What follows belongs to an exercise in optimizing a design on an open flow for small area; a production flow would make more cautious choices. At most, simulation tests tie the RTL to the original design; equivalence was not proved. Power is estimated from default activity; no workload was simulated.

Setup of the baseline:
Design poly_unit, start of the top module:
module poly_unit(clk, resetn, go, data_in, data_result, hex0, hex1);
    input clk;
    input resetn;
    input go;
    input [7:0] data_in;
    output reg [7:0] data_result;
    output [6:0] hex0, hex1;
    reg [3:0] st;
    reg [7:0] a, r2, r3;
    wire [7:0] y;
    wire cyc  = st[3];
    wire cyc4 = st[3] & st[2];
    wire sh   = ~st[3] & ~st[0] & go;      
    wire adv  = cyc | (st[0] ^ go);
    always @(posedge clk) begin
        if (!resetn)
            st <= 4'd0;
        else if (cyc4)
            st <= 4'd0;
        else if (adv)
            st <= st + 4'd1;
    end
    always @(posedge clk) begin
        if (sh) begin
            r3 <= data_in;
            r2 <= r3;
            a  <= st[2] ? y : 8'd0;        
        end
    end
    always @(posedge clk) begin
        if (!resetn)
            data_result <= 8'd0;
        else if (cyc4)
            data_result <= y;
    end
    mac8 u_mac(.m(a), .q(cyc ? r3 : data_in), .k(r2), .y(y));
    hex7 h0(.h(data_result[3:0]), .s(hex0));
    hex7 h1(.h(data_result[7:4]), .s(hex1));
endmodule
For scale: roughly 36 flip-flops, roughly 33 I/O pins.
==> module poly_unit, before the edit <==
module poly_unit(clk, resetn, go, data_in, data_result, hex0, hex1);
    input clk;
    input resetn;
    input go;
    input [7:0] data_in;
    output reg [7:0] data_result;
    output [6:0] hex0, hex1;
    reg [3:0] st;
    reg [7:0] a, r2, r3;
    wire [7:0] y;
    wire cyc  = st[3];
    wire cyc4 = st[3] & st[2];
    wire sh   = ~st[3] & ~st[0] & go;      
    wire adv  = cyc | (st[0] ^ go);
    always @(posedge clk) begin
        if (!resetn)
            st <= 4'd0;
        else if (cyc4)
            st <= 4'd0;
        else if (adv)
            st <= st + 4'd1;
    end
    always @(posedge clk) begin
        if (sh) begin
            r3 <= data_in;
            r2 <= r3;
            a  <= st[2] ? y : 8'd0;        
        end
    end
    always @(posedge clk) begin
        if (!resetn)
            data_result <= 8'd0;
        else if (cyc4)
            data_result <= y;
    end
    mac8 u_mac(.m(a), .q(cyc ? r3 : data_in), .k(r2), .y(y));
    hex7 h0(.h(data_result[3:0]), .s(hex0));
    hex7 h1(.h(data_result[7:4]), .s(hex1));
endmodule
Settings: LEC_CHECK=0, CAP_MARGIN=20, CORE_MARGIN=2, CORE_UTILIZATION=60, SLEW_MARGIN=20; clock period 6.0 ns.
standard.sh (not shown) runs the stock make flow with config.mk's settings and CLKGATE_MAP_FILE= SYNTH_SCRIPT=/design/flow/synth_recipe.tcl, a recipe that flattens the netlist after the stock synthesis.
==> flow/flow/run.sh <==
#!/bin/bash
# The standard layout (standard.sh) with these changes to how it is made:
#  - synthesis is the standard flow's own script (synth_recipe.tcl) with two changes:
#    Yosys's synth also skips its quick ABC pass (-noabc, besides -nofsm
#    -noshare), extract_fa extracts only full adders (-fa), and the final
#    ABC technology mapping runs flow/abc_area.script, an area-oriented
#    script. Registers are mapped before ABC, so they are the standard
#    synthesis's.
#  - the port buffers are sky130_fd_sc_hd__buf_1;
#  - the clock tree uses clkbuf_4 in clusters of at most 8 sinks, with no
#    dummy loads.
# Each tool's output goes to a log of its own in this folder.
set -euo pipefail
work=$(pwd)
{
  echo 'proc synth {args} { yosys synth -nofsm -noshare -noabc {*}$args }'
  cat <<TCL
proc extract_fa {args} { yosys extract_fa -fa {*}\$args }
proc abc {args} {
  set i [lsearch -exact \$args -script]
  if { \$i >= 0 } {
    set args [lreplace \$args \$i [expr {\$i + 1}] -script $work/flow/abc_area.script]
  }
  yosys abc {*}\$args
}
TCL
  # synth_recipe.tcl without its first line, the proc synth replaced above
  head -1 "$work/synth_recipe.tcl" | grep -q '^proc synth ' || { echo "unexpected synth_recipe.tcl" >&2; exit 1; }
  tail -n +2 "$work/synth_recipe.tcl"
} > "$work/area_synth.tcl"
args=("SYNTH_SCRIPT=$work/area_synth.tcl"
      "BUFFER_PORTS_ARGS=-buffer_cell sky130_fd_sc_hd__buf_1"
      "CTS_ARGS=-sink_clustering_enable -repair_clock_nets -dont_use_dummy_load -sink_clustering_size 8 -buf_list sky130_fd_sc_hd__clkbuf_4")
bash standard.sh "${args[@]}" synth > synth.log 2>&1
bash standard.sh "${args[@]}" finish > layout.log 2>&1
==> flow/flow/abc_area.script <==
strash
dc2
dch -f
map -a
mfs2
strash
dc2
dch -f
amap
### the baseline -> the candidate
==> flow/design.v, changed modules only <==
module poly_unit(clk, resetn, go, data_in, data_result, hex0, hex1);
    input clk;
    input resetn;
    input go;
    input [7:0] data_in;
    output reg [7:0] data_result;
    output [6:0] hex0, hex1;
    reg [3:0] st;
    reg [7:0] a, r2, r3, q;
    wire [7:0] y;
    wire cyc  = st[3];
    wire cyc3 = st[3] & st[1] & st[0];    
    wire cyc4 = st[3] & st[2];
    wire sh   = ~st[3] & ~st[0] & go;      
    wire ldx  = st[2] & st[1];             
    wire adv  = cyc | (st[0] ^ go);
    always @(posedge clk) begin
        if (!resetn)
            st <= 4'd0;
        else if (cyc4)
            st <= 4'd0;
        else if (adv)
            st <= st + 4'd1;
    end
    always @(posedge clk) begin
        if (sh) begin
            q  <= data_in;
            r3 <= q;
        end
        if (sh | cyc3)
            r2 <= r3;
        if (sh | cyc3)
            a <= (ldx | cyc) ? y : 8'd0;
    end
    always @(posedge clk) begin
        if (!resetn)
            data_result <= 8'd0;
        else if (cyc4)
            data_result <= y;
    end
    mac8 u_mac(.m(a), .q(q), .k(r2), .y(y));
    hex7 h0(.h(data_result[3:0]), .s(hex0));
    hex7 h1(.h(data_result[7:4]), .s(hex1));
endmodule
Findings:
- STATUS setup slack after placement: the candidate wins against the baseline
- Effective utilization at floorplan delta (the baseline -> the candidate): insignificant
- Run comparison: the baseline origin of the worst setup path st[3]; the candidate origin of the worst setup path a[0]
- Taking the baseline as the reference point, the total global-route track usage of the candidate falls by 1.8 points.
- Power density relative to cell area in the candidate is 3.2% higher than in the baseline
- As far as required arrival time at the worst endpoint is concerned, the candidate and the baseline perform about the same.
- [compare] base=the baseline new=the candidate: area growth from synthesis to layout decreased 1.8 points, final cell count increased 13.

* * *

The RTL this note starts from:
==> flow/design.v <==
module poly_unit(clk, resetn, go, data_in, data_result, hex0, hex1);
    input clk;
    input resetn;
    input go;
    input [7:0] data_in;
    output reg [7:0] data_result;
    output [6:0] hex0, hex1;
    reg [3:0] st;
    reg [7:0] a, r2, r3;
    wire [7:0] y;
    wire cyc  = st[3];
    wire cyc4 = st[3] & st[2];
    wire sh   = ~st[3] & ~st[0] & go;      
    wire adv  = cyc | (st[0] ^ go);
    wire ldc  = sh & st[2] & ~st[1];       
    wire ldx  = sh & st[2] & st[1];        
    wire upd  = ldc | ldx | cyc4;          
    always @(posedge clk) begin
        if (!resetn)
            st <= 4'd0;
        else if (cyc4)
            st <= 4'd0;
        else if (adv)
            st <= st + 4'd1;
    end
    always @(posedge clk) begin
        if (sh) begin
            r3 <= data_in;
            r2 <= r3;
        end
        a <= y;
    end
    wire [7:0] m = ({8{ldx}} & data_in) | ({8{cyc4}} & r3) | {7'd0, ~upd};
    wire [7:0] k = {8{upd}} & r2;
    always @(posedge clk) begin
        if (!resetn)
            data_result <= 8'd0;
        else if (cyc4)
            data_result <= y;
    end
    mac8 u_mac(.m(a), .q(m), .k(k), .y(y));
    hex7 h0(.h(data_result[3:0]), .s(hex0));
    hex7 h1(.h(data_result[7:4]), .s(hex1));
endmodule
module hex7(input [3:0] h, output [6:0] s);
    wire _00_, _01_, _02_, _03_, _04_, _05_, _06_, _07_, _08_, _09_, _10_, _11_, _12_, _13_, _14_, _15_, _16_, _17_, _18_, _19_, _20_, _21_, _22_, _23_, _24_, _25_, _26_, _27_, _28_, _29_, _30_, _31_, _32_, _33_, _34_, _35_, _36_, _37_, _38_;
    assign _00_ = (~h[2]);
    assign _01_ = (~h[3]);
    assign _02_ = (~h[1]&~h[0]);
    assign _03_ = (~h[1]) | (~h[0]);
    assign _04_ = (~_00_) | (~_03_);
    assign _05_ = (~_02_&~_04_);
    assign _06_ = (~_00_&~h[1]);
    assign _07_ = (~_01_&~_06_);
    assign _08_ = (~_01_&~_07_) | (~_06_&~_07_);
    assign s[5] = (h[0]&_08_) | (_05_&_08_);
    assign _09_ = (~_01_&~_05_);
    assign _10_ = (~h[0]&~_06_);
    assign _11_ = (~h[0]&~_10_) | (~_04_&~_10_);
    assign _12_ = (~h[3]&~_11_);
    assign s[3] = (~_09_&~_12_) | (~_00_&~_03_);
    assign _13_ = (~_02_&~s[3]);
    assign _14_ = (~_01_&~s[5]);
    assign s[2] = (_05_&_12_) | (h[2]&_14_);
    assign _15_ = (~_13_&~s[2]);
    assign s[1] = (~s[5]&~_15_);
    assign s[4] = (~_09_&~_10_);
    assign s[6] = (~_13_&_08_);
    assign s[0] = (~_03_&~h[2]&~_12_) | (~_03_&~_14_&~_12_) | (~_14_&~h[2]&~_12_) | (~_14_&~_14_&~_12_);
endmodule
module mac8(input [7:0] m, input [7:0] q, input [7:0] k, output [7:0] y);
    wire p1, p2, p3, p4, p5, p6, p7, p8, p9, p10, p11, p12, p13, p14, p15, p16, p17, p18, p19, p20, p21, p22, p23, p24, p25, p26, p27, p28, p29, p30, p31, p32, p33, p34, p35, p36, s37, c38, s39, c40, s41, c42, s43, c44, s45, c46, s47, c48, s49, c50, s51, c52, s53, c54, s55, c56, s57, c58, s59, c60, s61, c62, s63, c64, s65, c66, s67, c68, s69, c70, s71, c72, s73, c74, s75, c76, s77, c78, s79, c80, s81, c82, s83, c84, s85, c86, s87, c88, s89, c90, s91, c92, x93, x94, x95, x96, x97, x98, x99, x100, x101, x102, x103, x104, x105, x106, x107;
    assign p1 = m[0] & q[0];
    assign p2 = m[1] & q[0];
    assign p3 = m[2] & q[0];
    assign p4 = m[3] & q[0];
    assign p5 = m[4] & q[0];
    assign p6 = m[5] & q[0];
    assign p7 = m[6] & q[0];
    assign p8 = m[7] & q[0];
    assign p9 = m[0] & q[1];
    assign p10 = m[1] & q[1];
    assign p11 = m[2] & q[1];
    assign p12 = m[3] & q[1];
    assign p13 = m[4] & q[1];
    assign p14 = m[5] & q[1];
    assign p15 = m[6] & q[1];
    assign p16 = m[0] & q[2];
    assign p17 = m[1] & q[2];
    assign p18 = m[2] & q[2];
    assign p19 = m[3] & q[2];
    assign p20 = m[4] & q[2];
    assign p21 = m[5] & q[2];
    assign p22 = m[0] & q[3];
    assign p23 = m[1] & q[3];
    assign p24 = m[2] & q[3];
    assign p25 = m[3] & q[3];
    assign p26 = m[4] & q[3];
    assign p27 = m[0] & q[4];
    assign p28 = m[1] & q[4];
    assign p29 = m[2] & q[4];
    assign p30 = m[3] & q[4];
    assign p31 = m[0] & q[5];
    assign p32 = m[1] & q[5];
    assign p33 = m[2] & q[5];
    assign p34 = m[0] & q[6];
    assign p35 = m[1] & q[6];
    assign p36 = m[0] & q[7];
    assign s37 = k[0] ^ p1;
    assign c38 = k[0] & p1;
    assign s39 = k[1] ^ p2 ^ p9;
    assign c40 = (k[1] & p2) | (p9 & (k[1] ^ p2));
    assign s41 = c38 ^ s39;
    assign c42 = c38 & s39;
    assign s43 = k[2] ^ p10 ^ p16;
    assign c44 = (k[2] & p10) | (p16 & (k[2] ^ p10));
    assign s45 = p3 ^ c40 ^ s43;
    assign c46 = (p3 & c40) | (s43 & (p3 ^ c40));
    assign s47 = c42 ^ s45;
    assign c48 = c42 & s45;
    assign s49 = k[3] ^ p11 ^ p17;
    assign c50 = (k[3] & p11) | (p17 & (k[3] ^ p11));
    assign s51 = p22 ^ p4 ^ c44;
    assign c52 = (p22 & p4) | (c44 & (p22 ^ p4));
    assign s53 = s49 ^ c46 ^ s51;
    assign c54 = (s49 & c46) | (s51 & (s49 ^ c46));
    assign s55 = c48 ^ s53;
    assign c56 = c48 & s53;
    assign s57 = k[4] ^ p12 ^ p18;
    assign c58 = (k[4] & p12) | (p18 & (k[4] ^ p12));
    assign s59 = p23 ^ p27 ^ p5;
    assign c60 = (p23 & p27) | (p5 & (p23 ^ p27));
    assign s61 = c50 ^ s57 ^ s59;
    assign c62 = (c50 & s57) | (s59 & (c50 ^ s57));
    assign s63 = c52 ^ s61 ^ c54;
    assign c64 = (c52 & s61) | (c54 & (c52 ^ s61));
    assign s65 = c56 ^ s63;
    assign c66 = c56 & s63;
    assign s67 = k[5] ^ p13 ^ p19;
    assign c68 = (k[5] & p13) | (p19 & (k[5] ^ p13));
    assign s69 = p24 ^ p28 ^ p31;
    assign c70 = (p24 & p28) | (p31 & (p24 ^ p28));
    assign s71 = p6 ^ c58 ^ c60;
    assign c72 = (p6 & c58) | (c60 & (p6 ^ c58));
    assign s73 = s67 ^ s69 ^ c62;
    assign c74 = (s67 & s69) | (c62 & (s67 ^ s69));
    assign s75 = s71 ^ s73 ^ c64;
    assign c76 = (s71 & s73) | (c64 & (s71 ^ s73));
    assign s77 = c66 ^ s75;
    assign c78 = c66 & s75;
    assign s79 = k[6] ^ p14 ^ p20;
    assign c80 = (k[6] & p14) | (p20 & (k[6] ^ p14));
    assign s81 = p25 ^ p29 ^ p32;
    assign c82 = (p25 & p29) | (p32 & (p25 ^ p29));
    assign s83 = p34 ^ p7 ^ c68;
    assign c84 = (p34 & p7) | (c68 & (p34 ^ p7));
    assign s85 = c70 ^ s79 ^ s81;
    assign c86 = (c70 & s79) | (s81 & (c70 ^ s79));
    assign s87 = c72 ^ s83 ^ s85;
    assign c88 = (c72 & s83) | (s85 & (c72 ^ s83));
    assign s89 = c74 ^ s87 ^ c76;
    assign c90 = (c74 & s87) | (c76 & (c74 ^ s87));
    assign s91 = c78 ^ s89;
    assign c92 = c78 & s89;
    assign x93 = k[7] ^ p15;
    assign x94 = p21 ^ p26;
    assign x95 = p30 ^ p33;
    assign x96 = p35 ^ p36;
    assign x97 = p8 ^ x93;
    assign x98 = x94 ^ x95;
    assign x99 = x96 ^ c80;
    assign x100 = c82 ^ x97;
    assign x101 = x98 ^ x100;
    assign x102 = x99 ^ c84;
    assign x103 = c86 ^ x101;
    assign x104 = x102 ^ x103;
    assign x105 = c88 ^ x104;
    assign x106 = x105 ^ c90;
    assign x107 = c92 ^ x106;
    assign y = {x107, s91, s77, s65, s55, s47, s41, s37};
endmodule
==> flow/config.mk <==
export PLATFORM = sky130hd
export DESIGN_NAME = poly_unit
export DESIGN_NICKNAME = poly_unit
export VERILOG_FILES = /design/flow/design.v
export SDC_FILE = /design/flow/constraint.sdc
export NUM_CORES = 4
export LEC_CHECK = 0
export CAP_MARGIN = 20
export CORE_MARGIN = 2
export CORE_UTILIZATION = 60
export SLEW_MARGIN = 20
==> flow/constraint.sdc <==
create_clock -name core_clock -period 6.0 [get_ports {clk}]
set_input_delay 1.2000 -clock core_clock [delete_from_list [all_inputs] [get_ports {clk}]]
set_output_delay 1.2000 -clock core_clock [all_outputs]
set_load 0.01 [all_outputs]
==> flow/flow/run.sh <==
#!/bin/bash
# The standard layout (standard.sh) with these changes to how it is made:
#  - synthesis is the standard flow's own script (synth_recipe.tcl) with two changes:
#    Yosys's synth also skips its quick ABC pass (-noabc, besides -nofsm
#    -noshare), extract_fa extracts only full adders (-fa), and the final
#    ABC technology mapping runs flow/abc_area.script, an area-oriented
#    script, without the weak _0 cells and clkinv_1, which have same-area
#    twins. Registers are mapped before ABC, so they are the standard
#    synthesis's.
#  - the port buffers are sky130_fd_sc_hd__buf_1;
#  - the clock tree uses clkbuf_4 in clusters of at most 8 sinks, with no
#    dummy loads.
# Each tool's output goes to a log of its own in this folder.
set -euo pipefail
work=$(pwd)
{
  echo 'proc synth {args} { yosys synth -nofsm -noshare -noabc {*}$args }'
  cat <<TCL
proc extract_fa {args} { yosys extract_fa -fa {*}\$args }
proc abc {args} {
  set i [lsearch -exact \$args -script]
  if { \$i >= 0 } {
    set args [lreplace \$args \$i [expr {\$i + 1}] -script $work/flow/abc_area.script]
  }
  # weak cells with a same-area _1 (or inv_1) twin: leave them out so that the
  # placer need not buffer their nets
  foreach c {o21ai_0 a21boi_0 and2_0 o311ai_0 or2_0 clkinv_1} {
    lappend args -dont_use sky130_fd_sc_hd__\$c
  }
  yosys abc {*}\$args
}
TCL
  # synth_recipe.tcl without its first line, the proc synth replaced above
  head -1 "$work/synth_recipe.tcl" | grep -q '^proc synth ' || { echo "unexpected synth_recipe.tcl" >&2; exit 1; }
  tail -n +2 "$work/synth_recipe.tcl"
} > "$work/area_synth.tcl"
args=("SYNTH_SCRIPT=$work/area_synth.tcl"
      "BUFFER_PORTS_ARGS=-buffer_cell sky130_fd_sc_hd__buf_1"
      "CTS_ARGS=-sink_clustering_enable -repair_clock_nets -dont_use_dummy_load -sink_clustering_size 8 -buf_list sky130_fd_sc_hd__clkbuf_4")
bash standard.sh "${args[@]}" synth > synth.log 2>&1
bash standard.sh "${args[@]}" finish > layout.log 2>&1
==> flow/flow/abc_area.script <==
strash
dch -f
map -a
mfs2
strash
dch -f
map -a
mfs2
strash
dch -f
amap
The baseline passed the timing, design-rule and antenna checks.
Next try:
--- a/flow/design.v
+++ b/flow/design.v
@@ -10,13 +10,10 @@
     wire [7:0] y;
     wire cyc  = st[3];
     wire cyc4 = st[3] & st[2];
     wire sh   = ~st[3] & ~st[0] & go;      
     wire adv  = cyc | (st[0] ^ go);
-    wire ldc  = sh & st[2] & ~st[1];       
-    wire ldx  = sh & st[2] & st[1];        
-    wire upd  = ldc | ldx | cyc4;          
     always @(posedge clk) begin
         if (!resetn)
             st <= 4'd0;
         else if (cyc4)
             st <= 4'd0;
@@ -25,22 +22,20 @@
     end
     always @(posedge clk) begin
         if (sh) begin
             r3 <= data_in;
             r2 <= r3;
+            a  <= st[2] ? y : 8'd0;        
         end
-        a <= y;
     end
-    wire [7:0] m = ({8{ldx}} & data_in) | ({8{cyc4}} & r3) | {7'd0, ~upd};
-    wire [7:0] k = {8{upd}} & r2;
     always @(posedge clk) begin
         if (!resetn)
             data_result <= 8'd0;
         else if (cyc4)
             data_result <= y;
     end
-    mac8 u_mac(.m(a), .q(m), .k(k), .y(y));
+    mac8 u_mac(.m(a), .q(cyc ? r3 : data_in), .k(r2), .y(y));
     hex7 h0(.h(data_result[3:0]), .s(hex0));
     hex7 h1(.h(data_result[7:4]), .s(hex1));
 endmodule
 module hex7(input [3:0] h, output [6:0] s);
     wire _00_, _01_, _02_, _03_, _04_, _05_, _06_, _07_, _08_, _09_, _10_, _11_, _12_, _13_, _14_, _15_, _16_, _17_, _18_, _19_, _20_, _21_, _22_, _23_, _24_, _25_, _26_, _27_, _28_, _29_, _30_, _31_, _32_, _33_, _34_, _35_, _36_, _37_, _38_;
Outcome: The new run went through all stages and came out clean. Die area barely changes. Hold slack loses 6.2 ps. Area after synthesis hardly moves. Setup slack gains 630 ps. Non-clock buffer count falls by 4. Register-to-register slack improves by 650 ps. Sequential share of layout area came out higher by 4.1 points. Core utilization is lower by 1.7 points. Via count came out lower slightly. Total power grows by about a fifth.
The RTL of the first run of this note was laid out without a check of its function.

[re-timing with driven ports]
How much do the figures lean on ideal ports? The routed layouts below were timed once more, with nothing changed but the port constraints.
Step 1, drivers: a clkbuf_16 drives clk and a buf_2 each remaining input, both assumed.
Step 2 also shifts input and output timing later by t, the mid clock arrival at the registers, as if the neighbouring blocks saw the same clock.
Three values: no drivers, after step 1, after step 2; two values: the first two.
| run | shift t [ns] | setup slack, ns | worst setup path at the end | pins driven straight from the clock port |
|---|---|---|---|---|
| the baseline | 0.348 | 0.682 / 0.682 / 0.406 | input to register | 1 |
| the candidate | 0.367 | 1.290 / 1.290 / 1.290 | register to register | 1 |
| the first run of note 2 | 0.362 | 0.372 / 0.375 / 0.013 | input to register | 1 |
| the second run of note 2 | 0.351 | 1.004 / 1.007 / 0.656 | input to register | 1 |
After both steps every run listed still meets setup and hold. The setup slack of the first run of note 2, which loses most, moves by +0.003 ns with the drivers and by -0.359 ns with both steps.
